What follows belongs to an exercise in optimizing a design on an open flow for small area; a production flow would make more cautious choices.
Where RTL was checked, it was by simulation tests only, not by an equivalence proof against the original.
The RTL of run 3 was laid out without a check of its function.
Power and IR drop assume default switching activity.

## flow/design.v (module list and top-level ports; edited modules follow where they fit)
// module MUX: 9 lines
// module LOGIC: 876 lines
// module chip_6502: 54 lines
// module tia: 398 lines
// module poly4: 13 lines
// module poly5: 13 lines
// module poly9: 13 lines
// module pia: 74 lines
// module ram: 26 lines
// module atari_core: 200 lines
module atari_core (
  input         clk,
  input         rst,           
  input  [6:0]  btn,
  input  [3:0]  sw,
  input  [7:0]  pot,
  input         pal,
  input  [2:0]  rom_size,
  input         e0_detect,
  input         fe_detect,
  output [14:0] rom_addr,
  input  [7:0]  rom_data,
  output [15:0] cpu_addr,
  output [7:0]  cpu_dout,
  output        cpu_rw,
  output [6:0]  vid_out,
  output [15:0] vid_addr,
  output        vid_wr,
  output [3:0]  audio_l,
  output [3:0]  audio_r
);
  // ...
==> flow/flow/run.sh <==
#!/bin/bash
# Layout flow: the standard flow (standard.sh) with two changes.
# 1. Synthesis maps the combinational logic with an area-oriented ABC script
#    (flow/abc_speed.script, delay relaxed, no buffering or upsizing) in place
#    of ORFS's delay-oriented one; the clock period leaves ample slack. The
#    rest of synthesis, and so every register it infers, is the standard one.
# 2. Clock tree synthesis clusters up to 25 sinks within 100 um per
#    clkbuf_16 leaf buffer and inserts no dummy loads.
# Each tool's output goes to ORFS's logs under orfs/logs; make's to
# standard_flow.log here.
set -euo pipefail
here=$(pwd)
rm -rf "$here/orfs_scripts"
cp -r "$FLOW_HOME/scripts" "$here/orfs_scripts"
cp "$here/flow/abc_speed.script" "$here/orfs_scripts/abc_speed.script"
export SCRIPTS_DIR="$here/orfs_scripts"
export CTS_ARGS="-sink_clustering_enable -repair_clock_nets -dont_use_dummy_load -sink_clustering_size 25 -sink_clustering_max_diameter 100 -buf_list sky130_fd_sc_hd__clkbuf_16"
bash standard.sh > "$here/standard_flow.log" 2>&1
==> flow/flow/abc_speed.script <==
&get -n
&st
&syn3
&synch2
&dch -f
&nf -R 1000 -p -E 100 -F 8 -A 4 -C 32
&put
topo
dnsize -c
==> flow/standard.sh <==
#!/bin/bash
# synth_recipe.tcl (not shown) runs the flow's synth.tcl, then flattens the netlist and writes it again
# the make line also repeats each setting of config.mk as NAME=value (left out here)
make -C /OpenROAD-flow-scripts/flow DESIGN_CONFIG=/design/flow/config.mk WORK_HOME=/design/flow/orfs CLKGATE_MAP_FILE= SYNTH_SCRIPT=/design/flow/synth_recipe.tcl "${@:-finish}"
==> flow/config.mk <==
export PLATFORM = sky130hd
export DESIGN_NAME = atari_core
export DESIGN_NICKNAME = atari_core
export VERILOG_FILES = /design/flow/design.v
export SDC_FILE = /design/flow/constraint.sdc
export NUM_CORES = 4
export LEC_CHECK = 0
export CAP_MARGIN = 20
export CORE_MARGIN = 2
export CORE_UTILIZATION = 50
export PLACE_DENSITY = 0.75
export SLEW_MARGIN = 20
==> flow/constraint.sdc <==
create_clock -name core_clock -period 12.0 [get_ports {clk}]
set_input_delay 2.4000 -clock core_clock [delete_from_list [all_inputs] [get_ports {clk}]]
set_output_delay 2.4000 -clock core_clock [all_outputs]
set_load 0.01 [all_outputs]
==> results_dict.tcl, run 1 <==
set metrics [dict create \
    synth_adder_area_share_pct 3.61 \
    worstSetupEndpoint "tia_ram.al_a[4]" \
    holdPathEnd "aholme_cpu.q[1032]" \
    avgRoutedWirePerCell_um 24.5 \
    synth-seq-cells 2203 \
    reg2reg_depth 37 \
    cts_buffers 99 \
    crit_path_top_delay_cell "fa_1" \
    buf_share_pct 2.09 \
    status "no timing/DRC/antenna violations" \
    dr.max_layer_used "met4" \
    largest_cell_class "sequential cells" \
    finalMaxSlewViolations 0 \
    fmax_mhz 106 \
    antenna_found_initial 4 \
    multi_input_area_share_pct 32.1 \
    cts_root_buffer "clkbuf_16" \
    synth_enable_flop_cells 1026 \
    layout.cells.non_filler 9842 \
    setup-violations-final 0 \
    startpoint "clk_counter[0]" \
    nMultiInputCombCells 4801 \
    die_y_um 417 \
    max-slew-margin-rel_pct 16.9 \
    crit_required_ns 12.60 \
    vias_per_cell 6.35 \
    regArea_mm2 0.0544 \
]
==> inputs of run 2 (changes only) <==
--- a/flow/flow/run.sh
+++ b/flow/flow/run.sh
@@ -5,5 +5,5 @@
 #    of ORFS's delay-oriented one; the clock period leaves ample slack. The
 #    rest of synthesis, and so every register it infers, is the standard one.
-# 2. Clock tree synthesis clusters up to 25 sinks within 100 um per
+# 2. Clock tree synthesis clusters up to 28 sinks within 100 um per
 #    clkbuf_16 leaf buffer and inserts no dummy loads.
 # Each tool's output goes to ORFS's logs under orfs/logs; make's to
@@ -15,4 +15,4 @@
 cp "$here/flow/abc_speed.script" "$here/orfs_scripts/abc_speed.script"
 export SCRIPTS_DIR="$here/orfs_scripts"
-export CTS_ARGS="-sink_clustering_enable -repair_clock_nets -dont_use_dummy_load -sink_clustering_size 25 -sink_clustering_max_diameter 100 -buf_list sky130_fd_sc_hd__clkbuf_16"
+export CTS_ARGS="-sink_clustering_enable -repair_clock_nets -dont_use_dummy_load -sink_clustering_size 28 -sink_clustering_max_diameter 100 -buf_list sky130_fd_sc_hd__clkbuf_16"
 bash standard.sh > "$here/standard_flow.log" 2>&1
==> results_dict.tcl, run 2 <==
set metrics [dict create \
    status "no timing/DRC/antenna violations" \
    grt_pass1_vias 59400 \
    yosys-top-cells-count "dfxtp_1 (1177), edfxtp_1 (1026), nand2_1 (779)" \
    postCtsSetupRepairBufs 0 \
    synth.most_common_cell "dfxtp_1" \
    top_register "ram.mem" \
    crit_required_ns 12.58 \
    async_flop_share_pct 0 \
    largest_reg_flops 1024 \
    p_int_uw 9770 \
    initial_core_util_pct 50.3 \
    p_comb_share_pct 5.1 \
    cp_top_family "simple AND/OR/NAND/NOR gates" \
    holdCritPathClass "reg2reg" \
    worstSkewPairLatency_ns 0.80 \
    syn_avg_cell_area_um2 11.6 \
    ir_worst_vdd_v 0.000130 \
    seqPwrFrac_pct 66.6 \
    clockBufferDepth 3 \
    path_buf_inv 3 \
    vias 62300 \
    layout-drive-gt1-share_pct 3.36 \
    crit_path_top_delay_cell "fa_1" \
    hold_viol 0 \
    cts.sinks 2203 \
    final_common_cell "dfxtp_1" \
    syn_nets 7603 \
    rsz0062_at_grt "no" \
    grt_pass1_wl_um 365000 \
    synth_compound_area_share_pct 15.6 \
    ys_seq_area_share_pct 63.8 \
    cts_root_buffer "clkbuf_16" \
    worst_slew_pin_slew_ns 1.24 \
    ant_nets 0 \
    clkPwrFrac_pct 28.3 \
    routed_wl_um 241000 \
    setup_tns_ns 0 \
    port_buffers 106 \
    startpoint_type "flop" \
    muxShareOfSynthArea_pct 1.12 \
    synth.distinct_cells 72 \
    synth-seq-cells 2203 \
    synth-xor-area-share_pct 1.41 \
    dp_cells 9740 \
    maxCapViolations 0 \
    dp_hpwl_um 163000 \
    fin_worst_skew_ns 0.0868 \
    syn_inst 7343 \
    core_mm2 0.169 \
    fp.dieArea_mm2 0.174 \
    overflow 0 \
    path_class "reg2reg" \
    synth_top_cell_area_share_pct 36.2 \
    hold_buffers 0 \
    track_usage_pct 27.1 \
    yosys_warnings 918 \
    synthTopCellsByArea "edfxtp_1 (36%), dfxtp_1 (28%), nand2_1 (3.4%), nor2_1 (3.4%), a21oi_1 (2.9%)" \
    layout.cells.non_filler 9833 \
    finalMaxSlewViolations 0 \
    vias_per_cell 6.34 \
    slowest_delay_ns 0.55 \
    synth_adder_area_share_pct 3.61 \
    critPathArrivalTime_ns 10.10 \
    layout-area-overhead-vs-synth_pct 8.05 \
    worst_setup_path_end_kind "flop" \
    fp-row-count 151 \
    power.leakage_uw 0.0321 \
    syn-cell-area_mm2 0.0852 \
    cts_buffers 91 \
    die_y_um 417 \
    final_net_count 7876 \
    cts_max_level 3 \
    ys.flop_type "dfxtp_1" \
    synth_top_area_cell "edfxtp_1" \
    antenna_found_initial 4 \
    final.period_utilization_pct 79.3 \
    p_per_area_mw_per_mm2 137 \
    setup-violations-final 0 \
    fmax_mhz 105 \
    die_w_um 417 \
    switching_share_pct 22.5 \
    finalCriticalPeriod_ns 9.52 \
    first_iter_violations 9247 \
    synth_top_family_by_area "compound AO/OA/AOI/OAI gates" \
    max-slew-margin-rel_pct 15.1 \
    cts.repair.resized 0 \
    firstDrtPassIters 10 \
    clk_pin_slew_ns 0.10 \
    drc 0 \
    grt_max_degree 108 \
    p_sw_uw 2830 \
    tritoncts "built" \
    gp_congestion 0.952 \
    yosys.area_share.simple_pct 12.7 \
    worstPathMaxFanout 36 \
    avgRoutedWirePerCell_um 24.5 \
    mostFrequentLayoutCells "dfxtp_1 (1175), edfxtp_1 (1026), nand2_1 (776)" \
    pin_count 107 \
    synth_enable_flop_cells 1026 \
    nFillCells 14100 \
    largestRegisters "ram.mem x1024, aholme_cpu.q x762, pia.time_counter x24" \
]
run 2: cell types whose count changed in the layout (fill, tap and decap cells not counted), sizes merged:
cell    before  now
clkbuf      99   91
diode        2    1
run 2: worst reg2reg max path, delay by kind of cell, from the launching register on:
kind	cells	cell delay [ns]
compound gates	7	1.56
xor+xnor	3	0.81
fa+ha+maj	7	2.76
buf+inv	3	0.57
flops	1	0.43
simple gates	17	3.20
run 2: logic make-up after synthesis:
kind of cell,count (synthesis)
xor+xnor,137
fa+ha+maj,226
compound gates,1972
simple gates,2398
buf+inv,339
flops,2203
mux,68
run 2: routing by layer:
metal | track usage, % | vias up | wire length, µm
met5 | 0 | - | 0
met4 | 13.9 | 0 | 14300
met3 | 4.32 | 577 | 20800
met2 | 43.0 | 3073 | 111000
met1 | 36.2 | 30400 | 94600
li1 | - | 28300 | -
run 2: layout make-up:
type | instances | area (µm²) | share of cell area [%]
Inverter | 300 | 1130 | 1.23
Tap cell | 2218 | 2780 | 3.01
Clock buffer | 91 | 2280 | 2.47
Multi-Input combinational cell | 4801 | 29600 | 32.1
Sequential cell | 2203 | 54400 | 59.0
Timing Repair Buffer | 219 | 1930 | 2.09
Antenna cell | 1 | 2.50 | 0.00272
run 2: per-stage QoR:
stage	power [µW]	hold WS, ns	util [%]	worst slack (ns)	area (µm²)
2_1_floorplan	8870	0.367	-	1.76	85200
3_3_place_gp	9170	0.372	53.0	2.89	89700
3_5_place_dp	9200	0.372	53.0	2.64	89800
4_1_cts	12600	0.383	54.4	2.53	92000
5_1_grt	13000	0.399	54.4	1.58	92100
6_report	12600	0.382	54.4	2.48	92100
run 2: final timing paths:
| check | from | end | slack [ns] | depth (start not counted) |
|---|---|---|---|---|
| max | clk_counter[0] | tia_ram.al_a[4] | 2.48 | 37 |
| min | aholme_cpu.q[18] | aholme_cpu.q[378] | 0.38 | 1 |
| max reg2reg | clk_counter[0] | tia_ram.al_a[4] | 2.48 | 37 |
| min reg2reg | aholme_cpu.q[18] | aholme_cpu.q[378] | 0.38 | 1 |
run 2: power groups by stage:
stage	registers [µW]	logic [µW]	clock network (µW)
floorplan	8530	341	0
global placement	8550	621	0
detailed placement	8560	640	0
CTS	8390	642	3580
global route	8430	699	3830
finish	8400	648	3560
==> module tia, before the edit <==
module tia #(
  parameter DATA_WIDTH = 8,
  parameter ADDR_WIDTH = 6
) (
  input                           clk_i,
  input                           rst_i,
  input                           enable_i,
  input                           cpu_enable_i,
  input                           cpu_tick_i,
  input [3:0]                     cc_i,           
  input                           stb_i,
  input                           we_i,
  input [ADDR_WIDTH-1:0]          adr_i,
  input [DATA_WIDTH-1:0]          dat_i,
  output reg [DATA_WIDTH-1:0]     dat_o,
  input [6:0]                     buttons,
  input [7:0]                     pot,
  input                           pal,
  output [3:0]                    audio_left,
  output [3:0]                    audio_right,
  output reg                      stall_cpu,
  output reg [6:0]                vid_out,
  output [15:0]                   vid_addr,
  output reg                      vid_wr
);
  localparam FIRE = 1;
  reg [6:0]        colubk, colup0, colup1, colupf;
  reg              vsync, enam0, enam1, enabl, vdelp0, vdelp1;
  reg              refp0, refp1, refpf, scorepf, pf_priority;
  reg [7:0]        grp0, grp1, old_grp0, old_grp1;
  reg [7:0]        x_p0, x_p1, x_m0, x_m1, x_bl;
  reg [19:0]       pf;
  reg [3:0]        hmp0, hmp1, hmm0, hmm1, hmbl;    
  reg [14:0]       cx;
  reg              cx_clr;
  reg [3:0]        audc0, audc1, audv0, audv1;
  reg [4:0]        audf0, audf1;
  reg [3:0]        ball_w, m0_w, m1_w;               
  reg [1:0]        p0_sz, p1_sz;                     
  reg [7:0]        xpos;
  reg [8:0]        ypos;
  wire [8:0] depth_m1    = pal ? 9'd311 : 9'd261;
  wire [8:0] start       = pal ? 9'd36 : 9'd22;
  wire [8:0] hblank_area = pal ? 9'd48 : 9'd38;
  wire [10:0] va_hi = {ypos, 2'b00} + {2'b00, ypos} + {8'd0, xpos[7:5]} - (pal ? 11'd180 : 11'd110);
  assign vid_addr = {va_hi, xpos[4:0]};
  wire valid_write_cmd = stb_i && we_i;
  wire valid_read_cmd  = stb_i && !we_i;
  wire [5:0] xq = xpos[7:2];
  wire [4:0] pf_j = xq - 6'd20;
  reg        pf_bit;
  always @* begin
    if (xq < 20) pf_bit = pf[xq[4:0]];
    else if (xq < 40) pf_bit = refpf ? pf[5'd19 - pf_j] : pf[pf_j];
    else pf_bit = 1'b0;
  end
  function player_bit;
    input [7:0] xp;
    input [7:0] x;
    input [1:0] sz;
    input       refl;
    input [7:0] g;
    reg   [8:0] d;
    reg         in;
    reg   [2:0] idx;
    begin
      d = {1'b0, xp} - {1'b0, x};
      case (sz)
        2'd1: begin in = d[7:3] == 0 && x[7:3] != 5'h1f; idx = d[2:0]; end
        2'd2: begin in = d[7:4] == 0 && x[7:4] != 4'hf;  idx = d[3:1]; end
        2'd3: begin in = d[7:5] == 0 && x[7:5] != 3'h7;  idx = d[4:2]; end
        default: begin in = 1'b0; idx = d[2:0]; end
      endcase
      if (!refl) idx = ~idx;
      player_bit = !d[8] && in && g[idx];
    end
  endfunction
  function object_bit;
    input [7:0] xp;
    input [7:0] x;
    input [3:0] w;
    reg   [8:0] d;
    begin
      d = {1'b0, xp} - {1'b0, x};
      object_bit = !d[8] &&
        ((w[0] && d[7:0] == 0 && x[7:0] != 8'hff) ||
         (w[1] && d[7:1] == 0 && x[7:1] != 7'h7f) ||
         (w[2] && d[7:2] == 0 && x[7:2] != 6'h3f) ||
         (w[3] && d[7:3] == 0 && x[7:3] != 5'h1f));
    end
  endfunction
  wire p0_bit = player_bit(xpos, x_p0, p0_sz, refp0, vdelp0 ? old_grp0 : grp0);
  wire p1_bit = player_bit(xpos, x_p1, p1_sz, refp1, vdelp1 ? old_grp1 : grp1);
  wire bl_bit = enabl && object_bit(xpos, x_bl, ball_w);
  wire m0_bit = enam0 && object_bit(xpos, x_m0, m0_w);
  wire m1_bit = enam1 && object_bit(xpos, x_m1, m1_w);
  wire [6:0] pf_color = scorepf ? colup0 : colupf;
  function [11:0] audio_div;
    input [3:0] c;
    input [4:0] f;
    reg   [6:0] k;
    reg  [11:0] x;
    begin
      case (c)
        4'd2:                 k = 7'd15;
        4'd4, 4'd5:           k = 7'd2;
        4'd6, 4'd10:          k = 7'd31;
        4'd12, 4'd13, 4'd15:  k = 7'd6;
        4'd14:                k = 7'd93;
        default:              k = 7'd1;
      endcase
      x = k * ({1'b0, f} + 6'd1);
      if (x >= 12'd1725) audio_div = {1'b1, x[10:0] - 11'd1725};
      else audio_div = {1'b0, x[10:0]};
    end
  endfunction
  function [16:0] audio_inc;
    input [10:0] a;
    input [5:0]  b;
    begin
      if (a == 11'd1724 && b == 6'd23) audio_inc = 17'd0;
      else if (b == 6'd37) audio_inc = {a + 11'd1, 6'd0};
      else audio_inc = {a, b + 6'd1};
    end
  endfunction
  wire        div_right = cc_i == 4'd8;
  wire [11:0] audio_div_x = audio_div(div_right ? audc1 : audc0, div_right ? audf1 : audf0);
  wire        cmp_phase = cc_i == 4'd1 || cc_i == 4'd9;
  reg         ena_l_q, ena_r_q, ge_l_q;
  reg [10:0] al_a, ar_a;
  reg [5:0]  al_b, ar_b;
  wire al_aeq = al_a == audio_div_x[10:0];
  wire ar_aeq = ar_a == audio_div_x[10:0];
  wire al_eq  = al_aeq && al_b == (audio_div_x[11] ? 6'd14 : 6'd0);
  wire ar_eq  = ar_aeq && ar_b == (audio_div_x[11] ? 6'd14 : 6'd0);
  wire al_ge  = al_a > audio_div_x[10:0] || (al_aeq && (!audio_div_x[11] || al_b >= 6'd14));
  wire ar_ge  = ar_a > audio_div_x[10:0] || (ar_aeq && (!audio_div_x[11] || ar_b >= 6'd14));
  always @(posedge clk_i) begin
      if (rst_i) dat_o <= 0;
      else if (cpu_tick_i && valid_read_cmd) begin
        dat_o <= 0;
        case (adr_i[3:0])
          'h0: dat_o[7:6] <= cx[14:13];            
          'h1: dat_o[7:6] <= cx[12:11];            
          'h2: dat_o[7:6] <= cx[10:9];             
          'h3: dat_o[7:6] <= cx[8:7];              
          'h4: dat_o[7:6] <= cx[6:5];              
          'h5: dat_o[7:6] <= cx[4:3];              
          'h6: dat_o[7] <= cx[2];                  
          'h7: dat_o[7:6] <= cx[1:0];              
          'h8: dat_o[7] <= ypos > pot;             
          'hc: dat_o[7] <= buttons[FIRE];          
          'hd: dat_o[7] <= buttons[FIRE];          
          default: ;
        endcase
      end
  end
  always @(posedge clk_i) begin
    if (rst_i) begin
      colubk <= 0;
      colupf <= 0;
      colup0 <= 0;
      colup1 <= 0;
      vsync <= 0;
      enam0 <= 0;
      enam1 <= 0;
      enabl <= 0;
      vdelp0 <= 0;
      vdelp1 <= 0;
      refp0 <= 0;
      refp1 <= 0;
      refpf <= 0;
      scorepf <= 0;
      pf_priority <= 0;
      grp0 <= 0;
      grp1 <= 0;
      x_p0 <= 0;
      x_p1 <= 0;
      x_m0 <= 0;
      x_m1 <= 0;
      x_bl <= 0;
      pf <= 0;
      hmp0 <= 0;
      hmp1 <= 0;
      hmm0 <= 0;
      hmm1 <= 0;
      hmbl <= 0;
      cx <= 0;
      cx_clr <= 0;
      ball_w <= 0;
      m0_w <= 0;
      m1_w <= 0;
      p0_sz <= 0;
      p1_sz <= 0;
      audv0 <= 0;
      audv1 <= 0;
      audc0 <= 0;
      audc1 <= 0;
      audf0 <= 0;
      audf1 <= 0;
      xpos <= 0;
      ypos <= 0;
      old_grp0 <= 0;
      old_grp1 <= 0;
      vid_out <= 0;
      stall_cpu <= 0;
      vid_wr <= 0;
    end else if (cpu_enable_i) begin
      cx_clr <= 0;
      if (valid_write_cmd) begin
        case (adr_i)
          'h00: begin                      
                  vsync <= dat_i[1];
                  if (vsync == 0 && dat_i[1] == 1) begin
                    xpos <= 0;
                    ypos <= 0;
                  end
                end
          'h02: stall_cpu <= 1;            
          'h04: begin                      
                  m0_w <= 4'b0001 << dat_i[5:4];
                  p0_sz <= dat_i[2:0] == 5 ? 2'd2 : dat_i[2:0] == 7 ? 2'd3 : 2'd1;
                end
          'h05: begin                      
                  m1_w <= 4'b0001 << dat_i[5:4];
                  p1_sz <= dat_i[2:0] == 5 ? 2'd2 : dat_i[2:0] == 7 ? 2'd3 : 2'd1;
                end
          'h06: colup0 <= dat_i[7:1];      
          'h07: colup1 <= dat_i[7:1];      
          'h08: colupf <= dat_i[7:1];      
          'h09: colubk <= dat_i[7:1];      
          'h0a: begin                      
                  ball_w <= 4'b0001 << dat_i[5:4];
                  refpf <= dat_i[0];
                  scorepf <= dat_i[1];
                  pf_priority <= dat_i[2];
                end
          'h0b: refp0 <= dat_i[3];         
          'h0c: refp1 <= dat_i[3];         
          'h0d: pf[3:0] <= dat_i[7:4];     
          'h0e: pf[11:4] <= {dat_i[0], dat_i[1], dat_i[2], dat_i[3],
                             dat_i[4], dat_i[5], dat_i[6], dat_i[7]};  
          'h0f: pf[19:12] <= dat_i;        
          'h10: x_p0 <= xpos >= 160 ? 8'd0 : xpos + 8'd5;         
          'h11: x_p1 <= xpos >= 160 ? 8'd0 : xpos + 8'd5;         
          'h12: x_m0 <= xpos >= 160 ? 8'd0 : xpos + 8'd5;         
          'h13: x_m1 <= xpos >= 160 ? 8'd0 : xpos + 8'd5;         
          'h14: x_bl <= xpos >= 160 ? 8'd0 : xpos + 8'd5;         
          'h15: audc0 <= dat_i[3:0];       
          'h16: audc1 <= dat_i[3:0];       
          'h17: audf0 <= dat_i[4:0];       
          'h18: audf1 <= dat_i[4:0];       
          'h19: audv0 <= dat_i[3:0];       
          'h1a: audv1 <= dat_i[3:0];       
          'h1b: begin grp0 <= dat_i; old_grp1 <= grp1; end             
          'h1c: begin grp1 <= dat_i; old_grp0 <= grp0; end             
          'h1d: enam0 <= dat_i[1];         
          'h1e: enam1 <= dat_i[1];         
          'h1f: enabl <= dat_i[1];         
          'h20: hmp0 <= dat_i[7:4];        
          'h21: hmp1 <= dat_i[7:4];        
          'h22: hmm0 <= dat_i[7:4];        
          'h23: hmm1 <= dat_i[7:4];        
          'h24: hmbl <= dat_i[7:4];        
          'h25: vdelp0 <= dat_i[0];        
          'h26: vdelp1 <= dat_i[0];        
          'h28: x_m0 <= x_p0 + {2'b00, p0_sz == 3, p0_sz == 2, p0_sz == 1, 2'b00};  
          'h29: x_m1 <= x_p1 + {2'b00, p1_sz == 3, p1_sz == 2, p1_sz == 1, 2'b00};  
          'h2a: begin                      
                  x_p0 <= x_p0 - {{4{hmp0[3]}}, hmp0};
                  x_p1 <= x_p1 - {{4{hmp1[3]}}, hmp1};
                  x_m0 <= x_m0 - {{4{hmm0[3]}}, hmm0};
                  x_m1 <= x_m1 - {{4{hmm1[3]}}, hmm1};
                  x_bl <= x_bl - {{4{hmbl[3]}}, hmbl};
                end
          'h2b: begin
                  hmp0 <= 0;               
                  hmp1 <= 0;
                  hmm0 <= 0;
                  hmm1 <= 0;
                  hmbl <= 0;
                end
          'h2c: cx_clr <= 1;               
          default: ;
        endcase
      end
    end
    if (xpos == 160) stall_cpu <= 0;
    if (!rst_i && enable_i) begin
      if (cx_clr) cx <= 0;
      vid_wr <= 0;
      if (ypos < depth_m1) begin  
        if (xpos < 227)  begin  
           xpos <= xpos + 1;
        end else begin
           xpos <= 0;
           ypos <= ypos + 1;
        end
        if (m0_bit) begin
          if (p1_bit) cx[14] <= 1;
          if (p0_bit) cx[13] <= 1;
        end
        if (m1_bit) begin
          if (p0_bit) cx[12] <= 1;  
          if (p1_bit) cx[11] <= 1;
        end
        if (p0_bit) begin
          if (pf_bit) cx[10] <= 1;
          if (bl_bit) cx[9] <= 1;
        end
        if (p1_bit) begin
          if (pf_bit) cx[8] <= 1;
          if (bl_bit) cx[7] <= 1;
        end
        if (m0_bit) begin
          if (pf_bit) cx[6] <= 1;
          if (bl_bit) cx[5] <= 1;
        end
        if (m1_bit) begin
          if (pf_bit) cx[4] <= 1;
          if (bl_bit) cx[3] <= 1;
        end
        if (bl_bit && pf_bit) cx[2] <= 1;
        if (p0_bit && p1_bit) cx[1] <= 1;
        if (m0_bit && m1_bit) cx[0] <= 1;
        if (ypos >= start && xpos < 160) begin  
          if (ypos >= hblank_area)
            vid_out <=
               bl_bit ? colupf :
               m0_bit ? colup0 :
               m1_bit ? colup1 :
               pf_priority && pf_bit ? pf_color :
               p0_bit ? colup0 :
               p1_bit ? colup1 :
               pf_bit ? pf_color : colubk;
          else vid_out <= 7'b0;
          vid_wr <= 1;
        end
      end else begin
         ypos <= 0;
      end
    end
  end
  reg audio_l, audio_r;
  wire p4_l, p5_l, p9_l, p4_r, p5_r, p9_r;
  wire ena_l = cmp_phase ? al_eq : ena_l_q;
  wire ena_r = cmp_phase ? ar_eq : ena_r_q;
  wire ge_l  = cc_i == 4'd1 ? al_ge : ge_l_q;
  wire ge_r  = ar_ge;
  always @(posedge clk_i) begin
    if (rst_i) begin
      ena_l_q <= 0;
      ena_r_q <= 0;
      ge_l_q <= 0;
    end else begin
      ena_l_q <= ena_l;
      ena_r_q <= ena_r;
      ge_l_q <= ge_l;
    end
  end
  poly4 poly4_l (.clk(clk_i), .ena(ena_l), .reset(rst_i), .q(p4_l));
  poly5 poly5_l (.clk(clk_i), .ena(ena_l), .reset(rst_i), .q(p5_l));
  poly9 poly9_l (.clk(clk_i), .ena(ena_l), .reset(rst_i), .q(p9_l));
  poly4 poly4_r (.clk(clk_i), .ena(ena_r), .reset(rst_i), .q(p4_r));
  poly5 poly5_r (.clk(clk_i), .ena(ena_r), .reset(rst_i), .q(p5_r));
  poly9 poly9_r (.clk(clk_i), .ena(ena_r), .reset(rst_i), .q(p9_r));
  always @(posedge clk_i) begin
   if (rst_i) begin
    {al_a, al_b} <= 0;
    {ar_a, ar_b} <= 0;
    audio_l <= 0;
    audio_r <= 0;
   end else if (cpu_tick_i) begin
    {al_a, al_b} <= audio_inc(al_a, al_b);
    {ar_a, ar_b} <= audio_inc(ar_a, ar_b);
    if (audc0 != 4'h0 && audc0 != 4'hb) begin
      if (ge_l) begin
        if (audc0 == 1) audio_l <= p4_l;
        else if (audc0 == 8) audio_l <= p9_l;
        else if (audc0 == 9 || audc0 == 7) audio_l <= p5_l;
        else audio_l <= !audio_l;
        {al_a, al_b} <= 0;
      end
    end else audio_l <= 1;
    if (audc1 != 4'h0 && audc1 != 4'hb) begin
      if (ge_r) begin
        if (audc1 == 1) audio_r <= p4_r;
        else if (audc1 == 8) audio_r <= p9_r;
        else if (audc1 == 9 || audc1 == 7) audio_r <= p5_r;
        else audio_r <= !audio_r;
        {ar_a, ar_b} <= 0;
      end
    end else audio_r <= 1;
   end
  end
  assign audio_left = audio_l ? audv0 : 4'd0;
  assign audio_right = audio_r ? audv1 : 4'd0;
endmodule
==> module poly9, before the edit <==
module poly9 (
  input clk,
  input ena,
  input reset,
  output q
);
reg [8:0] x;
always @(posedge clk) begin
  if (reset) x <= 9'h01f;
  else if (ena) x <= {x[4] ^ x[0], x[8:1]};
end
assign q = x[0];
endmodule
==> module ram, before the edit <==
module ram #(
  parameter DATA_WIDTH = 8,
  parameter DEPTH = 128,
  parameter ADDRESS_WIDTH = $clog2(DEPTH)
) (
  input                       clk,
  input                       rst,
  input                       we,
  input [ADDRESS_WIDTH-1:0]   addr,
  input [DATA_WIDTH-1:0]      din,
  output reg [DATA_WIDTH-1:0] dout
);
  wire [DATA_WIDTH-1:0] wdata = rst ? {DATA_WIDTH{1'b0}} : din;
  reg [DATA_WIDTH-1:0] mem [0:DEPTH-1];
  genvar k;
  generate
    for (k = 0; k < DEPTH; k = k + 1) begin : word
      wire wen = rst | (we && addr == k);
      always @(posedge clk)
        if (wen) mem[k] <= wdata;
    end
  endgenerate
  always @(posedge clk)
    if (rst) dout <= 0;
    else dout <= mem[addr];
endmodule
==> module atari_core, before the edit <==
module atari_core (
  input         clk,
  input         rst,           
  input  [6:0]  btn,
  input  [3:0]  sw,
  input  [7:0]  pot,
  input         pal,
  input  [2:0]  rom_size,
  input         e0_detect,
  input         fe_detect,
  output [14:0] rom_addr,
  input  [7:0]  rom_data,
  output [15:0] cpu_addr,
  output [7:0]  cpu_dout,
  output        cpu_rw,
  output [6:0]  vid_out,
  output [15:0] vid_addr,
  output        vid_wr,
  output [3:0]  audio_l,
  output [3:0]  audio_r
);
  localparam c_speed = 3;
  reg [6:0] r_btn;
  always @(posedge clk)
    if (rst) r_btn <= 0;
    else r_btn <= btn;
  reg [c_speed:0] clk_counter;
  wire            cpu_enable = clk_counter == 0;
  wire            tia_enable = clk_counter >= 5 && clk_counter <= 7;
  wire            clk_cpu = clk_counter[c_speed];
  wire            cpu_tick = clk_counter == 8;
  always @(posedge clk) begin
    if (rst) clk_counter <= 0;
    else clk_counter <= clk_counter + 1;
  end
  reg [7:0] res_counter;
  wire      reset = rst;
  wire      cpu_res_n = res_counter[7];
  always @(posedge clk) begin
    if (rst) res_counter <= 0;
    else if (!res_counter[7]) res_counter <= res_counter + 1;
  end
  wire [7:0]  ram_out;
  wire [7:0]  pia_dat_o;
  wire [7:0]  tia_dat_o;
  wire [7:0]  cpu_din;
  wire [15:0] cpu_address;
  wire [15:0] pc;
  wire        rnw;
  wire        stall_cpu;
  assign cpu_addr = cpu_address;
  assign cpu_rw = rnw;
  wire ram_cs = cpu_address[12] == 0 && cpu_address[9] == 0 && cpu_address[7] == 1;
  wire tia_cs = cpu_address[12] == 0 && cpu_address[7] == 0;
  wire pia_cs = cpu_address[12] == 0 && cpu_address[9] == 1 && cpu_address[7] == 1;
  wire rom_cs = cpu_address[12] == 1;
  chip_6502 aholme_cpu (
    .clk(clk),
    .clr(rst),
    .phi(clk_cpu),
    .res(cpu_res_n),
    .so(1'b1),
    .rdy(!stall_cpu),
    .nmi(1'b1),
    .irq(1'b1),
    .rw(rnw),
    .dbi(cpu_din),
    .dbo(cpu_dout),
    .ab(cpu_address),
    .sync(),
    .pc(pc)
  );
  reg [2:0] bank;
  reg [2:0] bank0;
  reg [2:0] bank1;
  reg [2:0] bank2;
  wire f8 = rom_size == 3'b001;
  wire e0 = rom_size == 3'b001 && e0_detect;
  wire fe = rom_size == 3'b001 && fe_detect;
  wire f6 = rom_size == 3'b011;
  wire f4 = rom_size == 3'b111;
  always @(posedge clk) begin
    if (reset) begin
      bank <= 0;
      bank0 <= 0;
      bank1 <= 0;
      bank2 <= 0;
    end begin
      if (clk_counter == 15) begin
        if (e0) begin  
          if (cpu_address[12:0] == 13'h1fe0) bank0 <= 0;
          if (cpu_address[12:0] == 13'h1fe1) bank0 <= 1;
          if (cpu_address[12:0] == 13'h1fe2) bank0 <= 2;
          if (cpu_address[12:0] == 13'h1fe3) bank0 <= 3;
          if (cpu_address[12:0] == 13'h1fe4) bank0 <= 4;
          if (cpu_address[12:0] == 13'h1fe5) bank0 <= 5;
          if (cpu_address[12:0] == 13'h1fe6) bank0 <= 6;
          if (cpu_address[12:0] == 13'h1fe7) bank0 <= 7;
          if (cpu_address[12:0] == 13'h1fe8) bank1 <= 0;
          if (cpu_address[12:0] == 13'h1fe9) bank1 <= 1;
          if (cpu_address[12:0] == 13'h1fea) bank1 <= 2;
          if (cpu_address[12:0] == 13'h1feb) bank1 <= 3;
          if (cpu_address[12:0] == 13'h1fec) bank1 <= 4;
          if (cpu_address[12:0] == 13'h1fed) bank1 <= 5;
          if (cpu_address[12:0] == 13'h1fee) bank1 <= 6;
          if (cpu_address[12:0] == 13'h1fef) bank1 <= 7;
          if (cpu_address[12:0] == 13'h1ff0) bank2 <= 0;
          if (cpu_address[12:0] == 13'h1ff1) bank2 <= 1;
          if (cpu_address[12:0] == 13'h1ff2) bank2 <= 2;
          if (cpu_address[12:0] == 13'h1ff3) bank2 <= 3;
          if (cpu_address[12:0] == 13'h1ff4) bank2 <= 4;
          if (cpu_address[12:0] == 13'h1ff5) bank2 <= 5;
          if (cpu_address[12:0] == 13'h1ff6) bank2 <= 6;
          if (cpu_address[12:0] == 13'h1ff7) bank2 <= 7;
        end else if (fe) begin  
          if (cpu_address[12:0] == 13'h01fe) bank <= 0;
          if (cpu_address[12:0] == 13'h11fe) bank <= 1;
        end else if (f8) begin  
          if (cpu_address[12:0] == 13'h1ff8) bank <= 0;
          if (cpu_address[12:0] == 13'h1ff9)  bank <= 1;
        end else if (f6) begin  
          if (cpu_address[12:0] == 13'h1ff6) bank <= 0;
          if (cpu_address[12:0] == 13'h1ff7) bank <= 1;
          if (cpu_address[12:0] == 13'h1ff8) bank <= 2;
          if (cpu_address[12:0] == 13'h1ff9) bank <= 3;
        end else if (f4) begin  
          if (cpu_address[12:0] == 13'h1ff4) bank <= 0;
          if (cpu_address[12:0] == 13'h1ff5) bank <= 1;
          if (cpu_address[12:0] == 13'h1ff6) bank <= 2;
          if (cpu_address[12:0] == 13'h1ff7) bank <= 3;
          if (cpu_address[12:0] == 13'h1ff8) bank <= 4;
          if (cpu_address[12:0] == 13'h1ff9) bank <= 5;
          if (cpu_address[12:0] == 13'h1ffa) bank <= 6;
          if (cpu_address[12:0] == 13'h1ffb) bank <= 7;
        end
      end
    end
  end
  assign cpu_din = tia_cs ? tia_dat_o :
                   pia_cs ? pia_dat_o :
                   ram_cs ? ram_out :
                   rom_cs ? rom_data : 8'h00;
  tia tia_ram (
    .clk_i(clk),
    .rst_i(reset),
    .stb_i(tia_cs),
    .we_i(!rnw),
    .adr_i(cpu_address[5:0]),
    .dat_i(cpu_dout),
    .dat_o(tia_dat_o),
    .buttons({~r_btn[6:1], r_btn[0]}),
    .pot(pot),
    .audio_left(audio_l),
    .audio_right(audio_r),
    .stall_cpu(stall_cpu),
    .enable_i(tia_enable),
    .cpu_enable_i(cpu_enable),
    .cpu_tick_i(cpu_tick),
    .cc_i(clk_counter),
    .vid_out(vid_out),
    .vid_addr(vid_addr),
    .vid_wr(vid_wr),
    .pal(pal)
  );
  pia pia (
    .clk_i(clk),
    .cpu_tick_i(cpu_tick),
    .rst_i(reset),
    .stb_i(pia_cs),
    .we_i(!rnw),
    .adr_i(cpu_address[6:0]),
    .dat_i(cpu_dout),
    .dat_o(pia_dat_o),
    .buttons({~r_btn[6:1], r_btn[0]}),
    .sw(sw)
  );
  reg [14:0] rom_address;
  always @* begin
    if (e0) begin
      case(cpu_address[11:10])
        0: rom_address = {bank0, cpu_address[9:0]};
        1: rom_address = {bank1, cpu_address[9:0]};
        2: rom_address = {bank2, cpu_address[9:0]};
        3: rom_address = {3'b111, cpu_address[9:0]};
      endcase
    end else rom_address = {bank, cpu_address[11:0]};
  end
  assign rom_addr = rom_address;
  ram #(
    .DATA_WIDTH(8),
    .DEPTH(128)
  ) ram (
    .clk(clk),
    .rst(reset),
    .addr(cpu_address[6:0]),
    .dout(ram_out),
    .din(cpu_dout),
    .we(!rnw && ram_cs)
  );
endmodule
==> inputs of run 3 (changes only) <==
--- a/flow/design.v
+++ b/flow/design.v
@@ -948,5 +948,4 @@
   input                           cpu_enable_i,
   input                           cpu_tick_i,
-  input [3:0]                     cc_i,           
   input                           stb_i,
   input                           we_i,
@@ -964,116 +963,66 @@
   output reg                      vid_wr
 );
-  localparam FIRE = 1;
+    localparam UP = 3, RIGHT = 6, LEFT = 5, DOWN = 4, SELECT = 2, RESET = 0, FIRE = 1;
   reg [6:0]        colubk, colup0, colup1, colupf;
-  reg              vsync, enam0, enam1, enabl, vdelp0, vdelp1;
+  reg              vsync, vblank, enam0, enam1, enabl, vdelbl, vdelp0, vdelp1;
   reg              refp0, refp1, refpf, scorepf, pf_priority;
   reg [7:0]        grp0, grp1, old_grp0, old_grp1;
   reg [7:0]        x_p0, x_p1, x_m0, x_m1, x_bl;
   reg [19:0]       pf;
-  reg [3:0]        hmp0, hmp1, hmm0, hmm1, hmbl;    
+  reg signed [7:0] hmp0, hmp1, hmm0, hmm1, hmbl;
   reg [14:0]       cx;
   reg              cx_clr;
   reg [3:0]        audc0, audc1, audv0, audv1;
   reg [4:0]        audf0, audf1;
-  reg [3:0]        ball_w, m0_w, m1_w;               
-  reg [1:0]        p0_sz, p1_sz;                     
+  reg              m0_locked, m1_locked;
+  reg [3:0]        ball_w, m0_w, m1_w;
+  reg [5:0]        p0_w, p1_w;
+  reg [1:0]        p0_scale, p1_scale;
+  reg [1:0]        p0_copies, p1_copies;
+  reg [6:0]        p0_spacing, p1_spacing;
+  reg              latch_ports, dump_ports;
   reg [7:0]        xpos;
   reg [8:0]        ypos;
-  wire [8:0] depth_m1    = pal ? 9'd311 : 9'd261;
-  wire [8:0] start       = pal ? 9'd36 : 9'd22;
-  wire [8:0] hblank_area = pal ? 9'd48 : 9'd38;
-  wire [10:0] va_hi = {ypos, 2'b00} + {2'b00, ypos} + {8'd0, xpos[7:5]} - (pal ? 11'd180 : 11'd110);
-  assign vid_addr = {va_hi, xpos[4:0]};
-  wire valid_write_cmd = stb_i && we_i;
-  wire valid_read_cmd  = stb_i && !we_i;
-  wire [5:0] xq = xpos[7:2];
-  wire [4:0] pf_j = xq - 6'd20;
-  reg        pf_bit;
-  always @* begin
-    if (xq < 20) pf_bit = pf[xq[4:0]];
-    else if (xq < 40) pf_bit = refpf ? pf[5'd19 - pf_j] : pf[pf_j];
-    else pf_bit = 1'b0;
-  end
-  function player_bit;
-    input [7:0] xp;
-    input [7:0] x;
-    input [1:0] sz;
-    input       refl;
-    input [7:0] g;
-    reg   [8:0] d;
-    reg         in;
-    reg   [2:0] idx;
-    begin
-      d = {1'b0, xp} - {1'b0, x};
-      case (sz)
-        2'd1: begin in = d[7:3] == 0 && x[7:3] != 5'h1f; idx = d[2:0]; end
-        2'd2: begin in = d[7:4] == 0 && x[7:4] != 4'hf;  idx = d[3:1]; end
-        2'd3: begin in = d[7:5] == 0 && x[7:5] != 3'h7;  idx = d[4:2]; end
-        default: begin in = 1'b0; idx = d[2:0]; end
-      endcase
-      if (!refl) idx = ~idx;
-      player_bit = !d[8] && in && g[idx];
-    end
-  endfunction
-  function object_bit;
-    input [7:0] xp;
-    input [7:0] x;
-    input [3:0] w;
-    reg   [8:0] d;
-    begin
-      d = {1'b0, xp} - {1'b0, x};
-      object_bit = !d[8] &&
-        ((w[0] && d[7:0] == 0 && x[7:0] != 8'hff) ||
-         (w[1] && d[7:1] == 0 && x[7:1] != 7'h7f) ||
-         (w[2] && d[7:2] == 0 && x[7:2] != 6'h3f) ||
-         (w[3] && d[7:3] == 0 && x[7:3] != 5'h1f));
-    end
-  endfunction
-  wire p0_bit = player_bit(xpos, x_p0, p0_sz, refp0, vdelp0 ? old_grp0 : grp0);
-  wire p1_bit = player_bit(xpos, x_p1, p1_sz, refp1, vdelp1 ? old_grp1 : grp1);
-  wire bl_bit = enabl && object_bit(xpos, x_bl, ball_w);
-  wire m0_bit = enam0 && object_bit(xpos, x_m0, m0_w);
-  wire m1_bit = enam1 && object_bit(xpos, x_m1, m1_w);
-  wire [6:0] pf_color = scorepf ? colup0 : colupf;
-  function [11:0] audio_div;
-    input [3:0] c;
-    input [4:0] f;
-    reg   [6:0] k;
-    reg  [11:0] x;
-    begin
-      case (c)
-        4'd2:                 k = 7'd15;
-        4'd4, 4'd5:           k = 7'd2;
-        4'd6, 4'd10:          k = 7'd31;
-        4'd12, 4'd13, 4'd15:  k = 7'd6;
-        4'd14:                k = 7'd93;
-        default:              k = 7'd1;
-      endcase
-      x = k * ({1'b0, f} + 6'd1);
-      if (x >= 12'd1725) audio_div = {1'b1, x[10:0] - 11'd1725};
-      else audio_div = {1'b0, x[10:0]};
-    end
-  endfunction
-  function [16:0] audio_inc;
-    input [10:0] a;
-    input [5:0]  b;
-    begin
-      if (a == 11'd1724 && b == 6'd23) audio_inc = 17'd0;
-      else if (b == 6'd37) audio_inc = {a + 11'd1, 6'd0};
-      else audio_inc = {a, b + 6'd1};
-    end
-  endfunction
-  wire        div_right = cc_i == 4'd8;
-  wire [11:0] audio_div_x = audio_div(div_right ? audc1 : audc0, div_right ? audf1 : audf0);
-  wire        cmp_phase = cc_i == 4'd1 || cc_i == 4'd9;
-  reg         ena_l_q, ena_r_q, ge_l_q;
-  reg [10:0] al_a, ar_a;
-  reg [5:0]  al_b, ar_b;
-  wire al_aeq = al_a == audio_div_x[10:0];
-  wire ar_aeq = ar_a == audio_div_x[10:0];
-  wire al_eq  = al_aeq && al_b == (audio_div_x[11] ? 6'd14 : 6'd0);
-  wire ar_eq  = ar_aeq && ar_b == (audio_div_x[11] ? 6'd14 : 6'd0);
-  wire al_ge  = al_a > audio_div_x[10:0] || (al_aeq && (!audio_div_x[11] || al_b >= 6'd14));
-  wire ar_ge  = ar_a > audio_div_x[10:0] || (ar_aeq && (!audio_div_x[11] || ar_b >= 6'd14));
+  wire [8:0] depth = pal ? 312 : 262;
+  wire [8:0] start = pal ? 36 : 22;
+  wire [8:0] hblank_area = pal ? 48 : 38;
+  assign vid_addr = (ypos - start) * 160 + xpos;
+  wire       valid_cmd = stb_i;
+  wire       valid_write_cmd = valid_cmd && we_i;
+  wire       valid_read_cmd = valid_cmd && !we_i;
+  wire [31:0] pf_idx  = xpos < 80 ? (xpos >> 2) : ((!refpf ? xpos - 80 : 159 - xpos) >> 2);
+  wire [31:0] p0_idx  = refp0 ? (xpos - x_p0) >> p0_scale  : 7 - ((xpos - x_p0) >> p0_scale);
+  wire [31:0] p1_idx  = refp1 ? (xpos - x_p1) >> p1_scale  : 7 - ((xpos - x_p1) >> p1_scale);
+  wire       pf_bit   = pf_idx < 20 ? pf[pf_idx[4:0]] : 1'b0;
+  wire       p0_bit   = (xpos >= x_p0 && xpos < x_p0 + p0_w ||
+                        (p0_copies > 0 && ((xpos - p0_spacing) >= x_p0 &&
+                        (xpos - p0_spacing) < x_p0 + p0_w)) ||
+                        (p0_copies > 1 && ((xpos - (p0_spacing << 1)) >= x_p0 &&
+                        (xpos - (p0_spacing << 1)) < x_p0 + p0_w))) &&
+                         (p0_idx < 8) && (vdelp0 ? old_grp0[p0_idx[2:0]] : grp0[p0_idx[2:0]]);
+  wire       p1_bit   = (xpos >= x_p1 && xpos < x_p1 + p1_w ||
+                        (p1_copies > 0 && ((xpos - p1_spacing) >= x_p1 &&
+                        (xpos - p1_spacing) < x_p1 + p1_w)) ||
+                        (p1_copies > 1 && ((xpos - (p1_spacing << 1)) >= x_p1 &&
+                        (xpos - (p1_spacing << 1)) < x_p1 + p1_w))) &&
+                         (p1_idx < 8) && (vdelp1 ? old_grp1[p1_idx[2:0]] : grp1[p1_idx[2:0]]);
+  wire       bl_bit   = enabl && xpos >= x_bl && xpos < x_bl + ball_w;
+  wire       m0_bit   = enam0 && xpos >= x_m0 && xpos < x_m0 + m0_w;
+  wire       m1_bit   = enam1 && xpos >= x_m1 && xpos < x_m1 + m1_w;
+  wire [6:0] pf_color = (scorepf ? (xpos < 160 ? colup0 : colup1) :  colupf);
+  wire [15:0] audio_div0 = 38 * (audf0 + 1) *
+   (audc0 == 2 ? 15 :
+    audc0 == 4 || audc0 == 5 ? 2 :
+    audc0 == 6 || audc0 == 10 ? 31 :
+    audc0 == 12 || audc0 == 13 || audc0 == 15 ? 6 :
+    audc0 == 14 ? 93 : 1) ;
+  wire [15:0] audio_div1 = 38 * (audf1 + 1) *
+   (audc1 == 2 ? 15 :
+    audc1 == 4 || audc1 == 5 ? 2 :
+    audc1 == 6 || audc1 == 10 ? 31 :
+    audc1 == 12 || audc1 == 13 || audc1 == 15 ? 6 :
+    audc1 == 14 ? 93 : 1) ;
+  reg [15:0] audio_left_counter, audio_right_counter;
+  integer i;
   always @(posedge clk_i) begin
       if (rst_i) dat_o <= 0;
@@ -1081,16 +1030,18 @@
         dat_o <= 0;
         case (adr_i[3:0])
-          'h0: dat_o[7:6] <= cx[14:13];            
-          'h1: dat_o[7:6] <= cx[12:11];            
-          'h2: dat_o[7:6] <= cx[10:9];             
-          'h3: dat_o[7:6] <= cx[8:7];              
-          'h4: dat_o[7:6] <= cx[6:5];              
-          'h5: dat_o[7:6] <= cx[4:3];              
-          'h6: dat_o[7] <= cx[2];                  
-          'h7: dat_o[7:6] <= cx[1:0];              
-          'h8: dat_o[7] <= ypos > pot;             
-          'hc: dat_o[7] <= buttons[FIRE];          
-          'hd: dat_o[7] <= buttons[FIRE];          
-          default: ;
+          'h0: dat_o <= cx[14:13] << 6;          
+          'h1: dat_o <= cx[12:11] << 6;          
+          'h2: dat_o <= cx[10:9] << 6;           
+          'h3: dat_o <= cx[8:7] << 6;            
+          'h4: dat_o <= cx[6:5] << 6;            
+          'h5: dat_o <= cx[4:3] << 6;            
+          'h6: dat_o <= cx[2] << 7;              
+          'h7: dat_o <= cx[1:0] << 6;            
+          'h8: dat_o <= ypos > pot ? 8'h80 : 8'h00;                      
+          'h9: dat_o <= 0;                       
+          'ha: dat_o <= 0;                       
+          'hb: dat_o <= 0;                       
+          'hc: dat_o <= {buttons[FIRE], 7'b0};   
+          'hd: dat_o <= {buttons[FIRE], 7'b0};   
         endcase
       end
@@ -1103,7 +1054,9 @@
       colup1 <= 0;
       vsync <= 0;
+      vblank <= 0;
       enam0 <= 0;
       enam1 <= 0;
       enabl <= 0;
+      vdelbl <= 0;
       vdelp0 <= 0;
       vdelp1 <= 0;
@@ -1128,9 +1081,17 @@
       cx <= 0;
       cx_clr <= 0;
+      m0_locked <= 0;
+      m1_locked <= 0;
       ball_w <= 0;
       m0_w <= 0;
       m1_w <= 0;
-      p0_sz <= 0;
-      p1_sz <= 0;
+      p0_w <= 0;
+      p1_w <= 0;
+      p0_scale <= 0;
+      p1_scale <= 0;
+      p0_copies <= 0;
+      p1_copies <= 0;
+      p0_spacing <= 0;
+      p1_spacing <= 0;
       audv0 <= 0;
       audv1 <= 0;
@@ -1143,4 +1104,6 @@
       old_grp0 <= 0;
       old_grp1 <= 0;
+      latch_ports <= 0;
+      dump_ports <= 0;
       vid_out <= 0;
       stall_cpu <= 0;
@@ -1149,5 +1112,5 @@
       cx_clr <= 0;
       if (valid_write_cmd) begin
-        case (adr_i)
+        case (adr_i) 
           'h00: begin                      
                   vsync <= dat_i[1];
@@ -1157,12 +1120,38 @@
                   end
                 end
+          'h01: begin                      
+                  vblank <= dat_i[1];
+                  latch_ports <= dat_i[6];
+                  dump_ports <= dat_i[7];
+                end
           'h02: stall_cpu <= 1;            
+          'h03: ;                          
           'h04: begin                      
-                  m0_w <= 4'b0001 << dat_i[5:4];
-                  p0_sz <= dat_i[2:0] == 5 ? 2'd2 : dat_i[2:0] == 7 ? 2'd3 : 2'd1;
+                  m0_w <= (1 << dat_i[5:4]);
+                  p0_scale <= 0;
+                  case (dat_i[2:0])
+                    0: begin p0_w <= 8; p0_copies <= 0; end
+                    1: begin p0_w <= 8; p0_copies <= 1; p0_spacing <= 16; end
+                    2: begin p0_w <= 8; p0_copies <= 1; p0_spacing <= 32; end
+                    3: begin p0_w <= 8; p0_copies <= 2; p0_spacing <= 16; end
+                    4: begin p0_w <= 8; p0_copies <= 1; p0_spacing <= 64; end
+                    5: begin p0_w <= 16; p0_scale <= 1; p0_copies <= 0; end
+                    6: begin p0_w <= 8; p0_copies <= 2; p0_spacing <= 32; end
+                    7: begin p0_w <=32; p0_scale <= 2; p0_copies <= 0; end
+                  endcase
                 end
           'h05: begin                      
-                  m1_w <= 4'b0001 << dat_i[5:4];
-                  p1_sz <= dat_i[2:0] == 5 ? 2'd2 : dat_i[2:0] == 7 ? 2'd3 : 2'd1;
+                  m1_w <= (1 << dat_i[5:4]);
+                  p1_scale <= 0;
+                  case (dat_i[2:0])
+                    0: begin p1_w <= 8; p1_copies <= 0; end
+                    1: begin p1_w <= 8; p1_copies <= 1; p1_spacing <= 16; end
+                    2: begin p1_w <= 8; p1_copies <= 1; p1_spacing <= 32; end
+                    3: begin p1_w <= 8; p1_copies <= 2; p1_spacing <= 16; end
+                    4: begin p1_w <= 8; p1_copies <= 1; p1_spacing <= 64; end
+                    5: begin p1_w <= 16; p1_scale <= 1; p1_copies <= 0; end
+                    6: begin p1_w <= 8; p1_copies <= 2; p1_spacing <= 32; end
+                    7: begin p1_w <=32; p1_scale <= 2; p1_copies <= 0; end
+                  endcase
                 end
           'h06: colup0 <= dat_i[7:1];      
@@ -1171,5 +1160,5 @@
           'h09: colubk <= dat_i[7:1];      
           'h0a: begin                      
-                  ball_w <= 4'b0001 << dat_i[5:4];
+                  ball_w <= (1 << dat_i[5:4]); 
                   refpf <= dat_i[0];
                   scorepf <= dat_i[1];
@@ -1178,13 +1167,12 @@
           'h0b: refp0 <= dat_i[3];         
           'h0c: refp1 <= dat_i[3];         
-          'h0d: pf[3:0] <= dat_i[7:4];     
-          'h0e: pf[11:4] <= {dat_i[0], dat_i[1], dat_i[2], dat_i[3],
-                             dat_i[4], dat_i[5], dat_i[6], dat_i[7]};  
-          'h0f: pf[19:12] <= dat_i;        
-          'h10: x_p0 <= xpos >= 160 ? 8'd0 : xpos + 8'd5;         
-          'h11: x_p1 <= xpos >= 160 ? 8'd0 : xpos + 8'd5;         
-          'h12: x_m0 <= xpos >= 160 ? 8'd0 : xpos + 8'd5;         
-          'h13: x_m1 <= xpos >= 160 ? 8'd0 : xpos + 8'd5;         
-          'h14: x_bl <= xpos >= 160 ? 8'd0 : xpos + 8'd5;         
+          'h0d: for(i = 0; i<4; i = i + 1) pf[i] <= dat_i[4+i];    
+          'h0e: for(i = 0; i<8; i = i + 1) pf[4+i] <= dat_i[7-i];  
+          'h0f: for(i = 0; i<8; i = i + 1) pf[12+i] <= dat_i[i];   
+          'h10: x_p0 <= xpos >= 160 ? 0 : xpos + 5;         
+          'h11: x_p1 <= xpos >= 160 ? 0 : xpos + 5;         
+          'h12: x_m0 <= xpos >= 160 ? 0 : xpos + 5;         
+          'h13: x_m1 <= xpos >= 160 ? 0 : xpos + 5;         
+          'h14: x_bl <= xpos >= 160 ? 0 : xpos + 5;         
           'h15: audc0 <= dat_i[3:0];       
           'h16: audc1 <= dat_i[3:0];       
@@ -1193,34 +1181,34 @@
           'h19: audv0 <= dat_i[3:0];       
           'h1a: audv1 <= dat_i[3:0];       
-          'h1b: begin grp0 <= dat_i; old_grp1 <= grp1; end             
-          'h1c: begin grp1 <= dat_i; old_grp0 <= grp0; end             
+	  'h1b: begin grp0 <= dat_i; old_grp1 <= grp1; end             
+	  'h1c: begin grp1 <= dat_i; old_grp0 <= grp0; end             
           'h1d: enam0 <= dat_i[1];         
           'h1e: enam1 <= dat_i[1];         
           'h1f: enabl <= dat_i[1];         
-          'h20: hmp0 <= dat_i[7:4];        
-          'h21: hmp1 <= dat_i[7:4];        
-          'h22: hmm0 <= dat_i[7:4];        
-          'h23: hmm1 <= dat_i[7:4];        
-          'h24: hmbl <= dat_i[7:4];        
+          'h20: hmp0 <= $signed(dat_i[7:4]);        
+          'h21: hmp1 <= $signed(dat_i[7:4]);        
+          'h22: hmm0 <= $signed(dat_i[7:4]);        
+          'h23: hmm1 <= $signed(dat_i[7:4]);        
+          'h24: hmbl <= $signed(dat_i[7:4]);        
           'h25: vdelp0 <= dat_i[0];        
           'h26: vdelp1 <= dat_i[0];        
-          'h28: x_m0 <= x_p0 + {2'b00, p0_sz == 3, p0_sz == 2, p0_sz == 1, 2'b00};  
-          'h29: x_m1 <= x_p1 + {2'b00, p1_sz == 3, p1_sz == 2, p1_sz == 1, 2'b00};  
+          'h27: vdelbl <= dat_i[0];        
+          'h28: begin x_m0 <= x_p0 + (p0_w >> 1); m0_locked <= dat_i[1]; end  
+          'h29: begin x_m1 <= x_p1 + (p1_w >> 1); m1_locked <= dat_i[1]; end  
           'h2a: begin                      
-                  x_p0 <= x_p0 - {{4{hmp0[3]}}, hmp0};
-                  x_p1 <= x_p1 - {{4{hmp1[3]}}, hmp1};
-                  x_m0 <= x_m0 - {{4{hmm0[3]}}, hmm0};
-                  x_m1 <= x_m1 - {{4{hmm1[3]}}, hmm1};
-                  x_bl <= x_bl - {{4{hmbl[3]}}, hmbl};
+                  x_p0 <= x_p0 - hmp0;
+                  x_p1 <= x_p1 - hmp1;
+                  x_m0 <= x_m0 - hmm0;
+                  x_m1 <= x_m1 - hmm1;
+                  x_bl <= x_bl - hmbl;
                 end
           'h2b: begin
                   hmp0 <= 0;               
                   hmp1 <= 0;
-                  hmm0 <= 0;
-                  hmm1 <= 0;
-                  hmbl <= 0;
+                  hmm0 <= 0;  
+                  hmm1 <= 0;  
+                  hmbl <= 0; 
                 end
           'h2c: cx_clr <= 1;               
-          default: ;
         endcase
       end
@@ -1230,5 +1218,5 @@
       if (cx_clr) cx <= 0;
       vid_wr <= 0;
-      if (ypos < depth_m1) begin  
+      if (ypos < depth - 1) begin  
         if (xpos < 227)  begin  
            xpos <= xpos + 1;
@@ -1264,6 +1252,6 @@
         if (p0_bit && p1_bit) cx[1] <= 1;
         if (m0_bit && m1_bit) cx[0] <= 1;
-        if (ypos >= start && xpos < 160) begin  
-          if (ypos >= hblank_area)
+        if ( ypos >= start && xpos < 160) begin  
+	  if (ypos >= hblank_area)
             vid_out <=
                bl_bit ? colupf :
@@ -1274,5 +1262,5 @@
                p1_bit ? colup1 :
                pf_bit ? pf_color : colubk;
-          else vid_out <= 7'b0;
+          else vid_out <= 8'b0;
           vid_wr <= 1;
         end
@@ -1284,56 +1272,71 @@
   reg audio_l, audio_r;
   wire p4_l, p5_l, p9_l, p4_r, p5_r, p9_r;
-  wire ena_l = cmp_phase ? al_eq : ena_l_q;
-  wire ena_r = cmp_phase ? ar_eq : ena_r_q;
-  wire ge_l  = cc_i == 4'd1 ? al_ge : ge_l_q;
-  wire ge_r  = ar_ge;
-  always @(posedge clk_i) begin
-    if (rst_i) begin
-      ena_l_q <= 0;
-      ena_r_q <= 0;
-      ge_l_q <= 0;
-    end else begin
-      ena_l_q <= ena_l;
-      ena_r_q <= ena_r;
-      ge_l_q <= ge_l;
-    end
-  end
-  poly4 poly4_l (.clk(clk_i), .ena(ena_l), .reset(rst_i), .q(p4_l));
-  poly5 poly5_l (.clk(clk_i), .ena(ena_l), .reset(rst_i), .q(p5_l));
-  poly9 poly9_l (.clk(clk_i), .ena(ena_l), .reset(rst_i), .q(p9_l));
-  poly4 poly4_r (.clk(clk_i), .ena(ena_r), .reset(rst_i), .q(p4_r));
-  poly5 poly5_r (.clk(clk_i), .ena(ena_r), .reset(rst_i), .q(p5_r));
-  poly9 poly9_r (.clk(clk_i), .ena(ena_r), .reset(rst_i), .q(p9_r));
+  poly4 poly4_l (
+    .clk(clk_i),
+    .ena(audio_left_counter == audio_div0),
+    .reset(rst_i),
+    .q(p4_l)
+  );
+  poly5 poly5_l (
+    .clk(clk_i),
+    .ena(audio_left_counter == audio_div0),
+    .reset(rst_i),
+    .q(p5_l)
+  );
+  poly9 poly9_l (
+    .clk(clk_i),
+    .ena(audio_left_counter == audio_div0),
+    .reset(rst_i),
+    .q(p9_l)
+  );
+  poly4 poly4_r (
+    .clk(clk_i),
+    .ena(audio_right_counter == audio_div0),
+    .reset(rst_i),
+    .q(p4_r)
+  );
+  poly5 poly5_r (
+    .clk(clk_i),
+    .ena(audio_right_counter == audio_div0),
+    .reset(rst_i),
+    .q(p5_r)
+  );
+  poly9 poly9_r (
+    .clk(clk_i),
+    .ena(audio_right_counter == audio_div0),
+    .reset(rst_i),
+    .q(p9_r)
+  );
   always @(posedge clk_i) begin
    if (rst_i) begin
-    {al_a, al_b} <= 0;
-    {ar_a, ar_b} <= 0;
+    audio_left_counter <= 0;
+    audio_right_counter <= 0;
     audio_l <= 0;
     audio_r <= 0;
    end else if (cpu_tick_i) begin
-    {al_a, al_b} <= audio_inc(al_a, al_b);
-    {ar_a, ar_b} <= audio_inc(ar_a, ar_b);
+    audio_left_counter <= audio_left_counter + 1;
+    audio_right_counter <= audio_right_counter + 1;
     if (audc0 != 4'h0 && audc0 != 4'hb) begin
-      if (ge_l) begin
+      if (audio_left_counter >= audio_div0) begin
         if (audc0 == 1) audio_l <= p4_l;
-        else if (audc0 == 8) audio_l <= p9_l;
-        else if (audc0 == 9 || audc0 == 7) audio_l <= p5_l;
-        else audio_l <= !audio_l;
-        {al_a, al_b} <= 0;
+	else if (audc0 == 8) audio_l <= p9_l;
+	else if (audc0 == 9 || audc0 == 7) audio_l <= p5_l;
+	else audio_l <= !audio_l;
+        audio_left_counter <= 0;
       end
     end else audio_l <= 1;
     if (audc1 != 4'h0 && audc1 != 4'hb) begin
-      if (ge_r) begin
+      if (audio_right_counter >= audio_div1) begin
         if (audc1 == 1) audio_r <= p4_r;
-        else if (audc1 == 8) audio_r <= p9_r;
-        else if (audc1 == 9 || audc1 == 7) audio_r <= p5_r;
-        else audio_r <= !audio_r;
-        {ar_a, ar_b} <= 0;
+	else if (audc1 == 8) audio_r <= p9_r;
+	else if (audc1 == 9 || audc1 == 7) audio_r <= p5_r;
+	else audio_r <= !audio_r;
+        audio_right_counter <= 0;
       end
     end else audio_r <= 1;
    end
   end
-  assign audio_left = audio_l ? audv0 : 4'd0;
-  assign audio_right = audio_r ? audv1 : 4'd0;
+  assign audio_left = audio_l * audv0;
+  assign audio_right = audio_r * audv1;
 endmodule
 module poly4 (
@@ -1371,5 +1374,5 @@
 reg [8:0] x;
 always @(posedge clk) begin
-  if (reset) x <= 9'h01f;
+  if (reset) x <= 5'b11111;
   else if (ena) x <= {x[4] ^ x[0], x[8:1]};
 end
@@ -1463,17 +1466,15 @@
   output reg [DATA_WIDTH-1:0] dout
 );
-  wire [DATA_WIDTH-1:0] wdata = rst ? {DATA_WIDTH{1'b0}} : din;
-  reg [DATA_WIDTH-1:0] mem [0:DEPTH-1];
-  genvar k;
-  generate
-    for (k = 0; k < DEPTH; k = k + 1) begin : word
-      wire wen = rst | (we && addr == k);
-      always @(posedge clk)
-        if (wen) mem[k] <= wdata;
+  reg [DATA_WIDTH*DEPTH-1:0] mem;
+  always @(posedge clk) begin
+    if (rst) begin
+      mem <= 0;
+      dout <= 0;
+    end else begin
+      if (we)
+        mem[addr*DATA_WIDTH +: DATA_WIDTH] <= din;
+      dout <= mem[addr*DATA_WIDTH +: DATA_WIDTH];
     end
-  endgenerate
-  always @(posedge clk)
-    if (rst) dout <= 0;
-    else dout <= mem[addr];
+  end
 endmodule
 `default_nettype none
@@ -1636,5 +1637,4 @@
     .cpu_enable_i(cpu_enable),
     .cpu_tick_i(cpu_tick),
-    .cc_i(clk_counter),
     .vid_out(vid_out),
     .vid_addr(vid_addr),
==> flow/run.sh (new file) <==
#!/bin/bash
# synth_recipe.tcl (not shown) runs the flow's synth.tcl, then flattens the netlist and writes it again
# the make line also repeats each setting of config.mk as NAME=value (left out here)
make -C /OpenROAD-flow-scripts/flow DESIGN_CONFIG=/design/flow/config.mk WORK_HOME=/design/flow/orfs CLKGATE_MAP_FILE= SYNTH_SCRIPT=/design/flow/synth_recipe.tcl finish
--- a/flow/config.mk
+++ b/flow/config.mk
@@ -8,5 +8,4 @@
 export CAP_MARGIN = 20
 export CORE_MARGIN = 2
-export CORE_UTILIZATION = 50
-export PLACE_DENSITY = 0.75
+export CORE_UTILIZATION = 40
 export SLEW_MARGIN = 20
removed: flow/flow/run.sh
removed: flow/flow/abc_speed.script
removed: flow/standard.sh
==> results_dict.tcl, run 3 <==
set metrics [dict create \
    status "no timing/DRC/antenna violations" \
    setup_slack_ns 2.16 \
    cp_top_family "adder cells" \
    crit_required_ns 12.78 \
    first_iter_violations 8266 \
    largest_reg_flops 1024 \
    final_net_count 12700 \
    startpoint_type "flop" \
    syn_avg_cell_area_um2 8.18 \
    total_power_uw 15500 \
    synth-seq-cells 2212 \
    critPathArrivalTime_ns 10.62 \
    whs_ns 0.369 \
    async_flop_share_pct 0 \
    vias 89200 \
    synth_top_cell_area_share_pct 42.7 \
    pin_count 107 \
    nFillCells 25000 \
    p_per_area_mw_per_mm2 136 \
    worst_slew_pin_slew_ns 1.17 \
    core_mm2 0.257 \
    cts.sinks 2212 \
    fmax_mhz 102 \
    track_usage_pct 24.0 \
    clk_pin_slew_ns 0.07 \
    drc 0 \
    path_buf_inv 5 \
    port_buffers 106 \
    mostFrequentLayoutCells "nor2_1 (2290), dfxtp_1 (2200), nand2_1 (1476)" \
    syn-cell-area_mm2 0.104 \
    ys.flop_type "dfxtp_1" \
    syn_inst 12700 \
    regArea_mm2 0.0443 \
    synth_enable_flop_cells 2 \
    yosys-top-cells-count "nor2_1 (2351), dfxtp_1 (2210), nand2_1 (1476)" \
    die_w_um 513 \
    synthTopCellsByArea "dfxtp_1 (43%), nor2_1 (8.5%), a211oi_1 (8.4%), nand2_1 (5.3%), ha_1 (5.0%)" \
    multi_input_area_mm2 0.0539 \
    top_register "ram.mem" \
    postCtsSetupRepairBufs 0 \
    overflow 0 \
    maxCapViolations 0 \
    layout-drive-gt1-share_pct 5.79 \
    rsz0062_at_grt "no" \
    finalMaxSlewViolations 0 \
    hold_viol 0 \
    final_common_cell "nor2_1" \
    pre_cts_ws_ns 2.17 \
    ir_worst_vdd_v 0.000158 \
    yosys_warnings 917 \
    finalCriticalPeriod_ns 9.84 \
    tritoncts "built" \
    worstPathMaxFanout 18 \
    ys_seq_area_share_pct 42.8 \
    power.leakage_uw 0.0406 \
    vias_per_cell 5.67 \
    clockBufferDepth 3 \
    largestRegisters "ram.mem x1024, aholme_cpu.q x762, pia.time_counter x24" \
    die_y_um 513 \
    gp_congestion 0.890 \
    initial_core_util_pct 40.3 \
    synth.distinct_cells 107 \
    synth.most_common_cell "nor2_1" \
    setup-violations-final 0 \
    holdCritPathClass "reg2reg" \
    crit_path_top_delay_cell "dfxtp_1" \
    max-slew-margin-rel_pct 21.8 \
    setup_tns_ns 0 \
    cts.repair.resized 0 \
    cts_buffers 226 \
    final_util_pct 44.5 \
]
run 3: changes by cell type in the layout (fill, tap and decap cells not counted), moves of 224 or more:
cell / previous run / this run
nand3_1: 124 / 634
edfxtp_1: 1026 / 2
clkinv_1: 299 / 6
a211oi_1: 169 / 1159
inv_1: 0 / 439
mux2i_1: 33 / 257
nor2_1: 766 / 2290
dfxtp_1: 1175 / 2200
nand2_1: 776 / 1476
run 3: logic make-up (layout without fill, tap and decap cells):
| kind of cell | after synthesis | after routing | share of synthesized area, % |
|---|---|---|---|
| multiplexers | 297 | 297 | 3.03 |
| flip-flops | 2212 | 2212 | 42.8 |
| buffers and inverters | 1438 | 1121 | 5.42 |
| AO/OA/AOI/OAI | 2650 | 2650 | 17.9 |
| adder cells (fa/ha/maj) | 500 | 500 | 6.68 |
| AND/OR/NAND/NOR | 5304 | 5304 | 22.0 |
| XOR/XNOR | 255 | 255 | 2.20 |
| other | 0 | 3 | 0 |
run 3: cell type report:
class	count	share of cell area, %
Timing Repair Buffer	261	2.11
Multi-Input combinational cell	9006	47.1
Clock buffer	321	5.75
Inverter	446	1.48
Sequential cell	2212	38.7
Tap cell	3384	3.70
Antenna cell	3	0.00656
Clock inverter	93	1.16
run 3: stage by stage:
stage / cell area (µm²) / instances
after floorplan: 104000 / 12700
after global placement: 106000 / 15300
after detailed placement: 106000 / 15300
after CTS: 114000 / 15700
after global routing: 115000 / 15700
final: 115000 / 15700
run 3: final timing paths:
check / startpoint / to / slack, ns / depth (start not counted)
worst max-delay path: tia_ram.audf0[0] / tia_ram.audio_left_counter[11] / 2.16 / 36
worst min-delay path: aholme_cpu.q[53] / aholme_cpu.q[790] / 0.37 / 1
worst min register to register: aholme_cpu.q[53] / aholme_cpu.q[790] / 0.37 / 1
worst max register to register: tia_ram.audf0[0] / tia_ram.audio_left_counter[11] / 2.16 / 36
run 3: per-layer routing:
metal  up-vias  wire length, µm  track usage, %
li1      43000                -               -
met2      2854           150000            39.1
met1     42800           145000            32.3
met4         0            11000            8.38
met5         -                0               0
met3       555            19800            3.34
run 3: where the power goes:
| group | internal [µW] | switching [µW] | total, µW |
|---|---|---|---|
| Combinational | 150 | 445 | 595 |
| Sequential | 7430 | 98.2 | 7530 |
| Clock | 4290 | 3120 | 7400 |
| Total | 11900 | 3660 | 15500 |

-- what the ideal ports hide --
No port has a modelled driver above. Below, the same layouts with a new extraction and two added sets of constraints. Step 1, drivers: a clkbuf_16 drives clk and a buf_2 each remaining input, both assumed. Step 2 also shifts input and output timing later by t, the mid clock arrival at the registers, as if the neighbouring blocks saw the same clock. Slacks: ideal / step 1 / step 2; pairs: ideal / step 1.
| run | t, ns | setup slack, ns |
|---|---|---|
| run 1 | 0.824 | 2.529 / 2.529 / 2.529 |
| run 2 | 0.837 | 2.479 / 2.479 / 2.479 |
| run 3 | 0.968 | 2.162 / 2.162 / 2.162 |
After both steps every run listed still meets setup and hold.
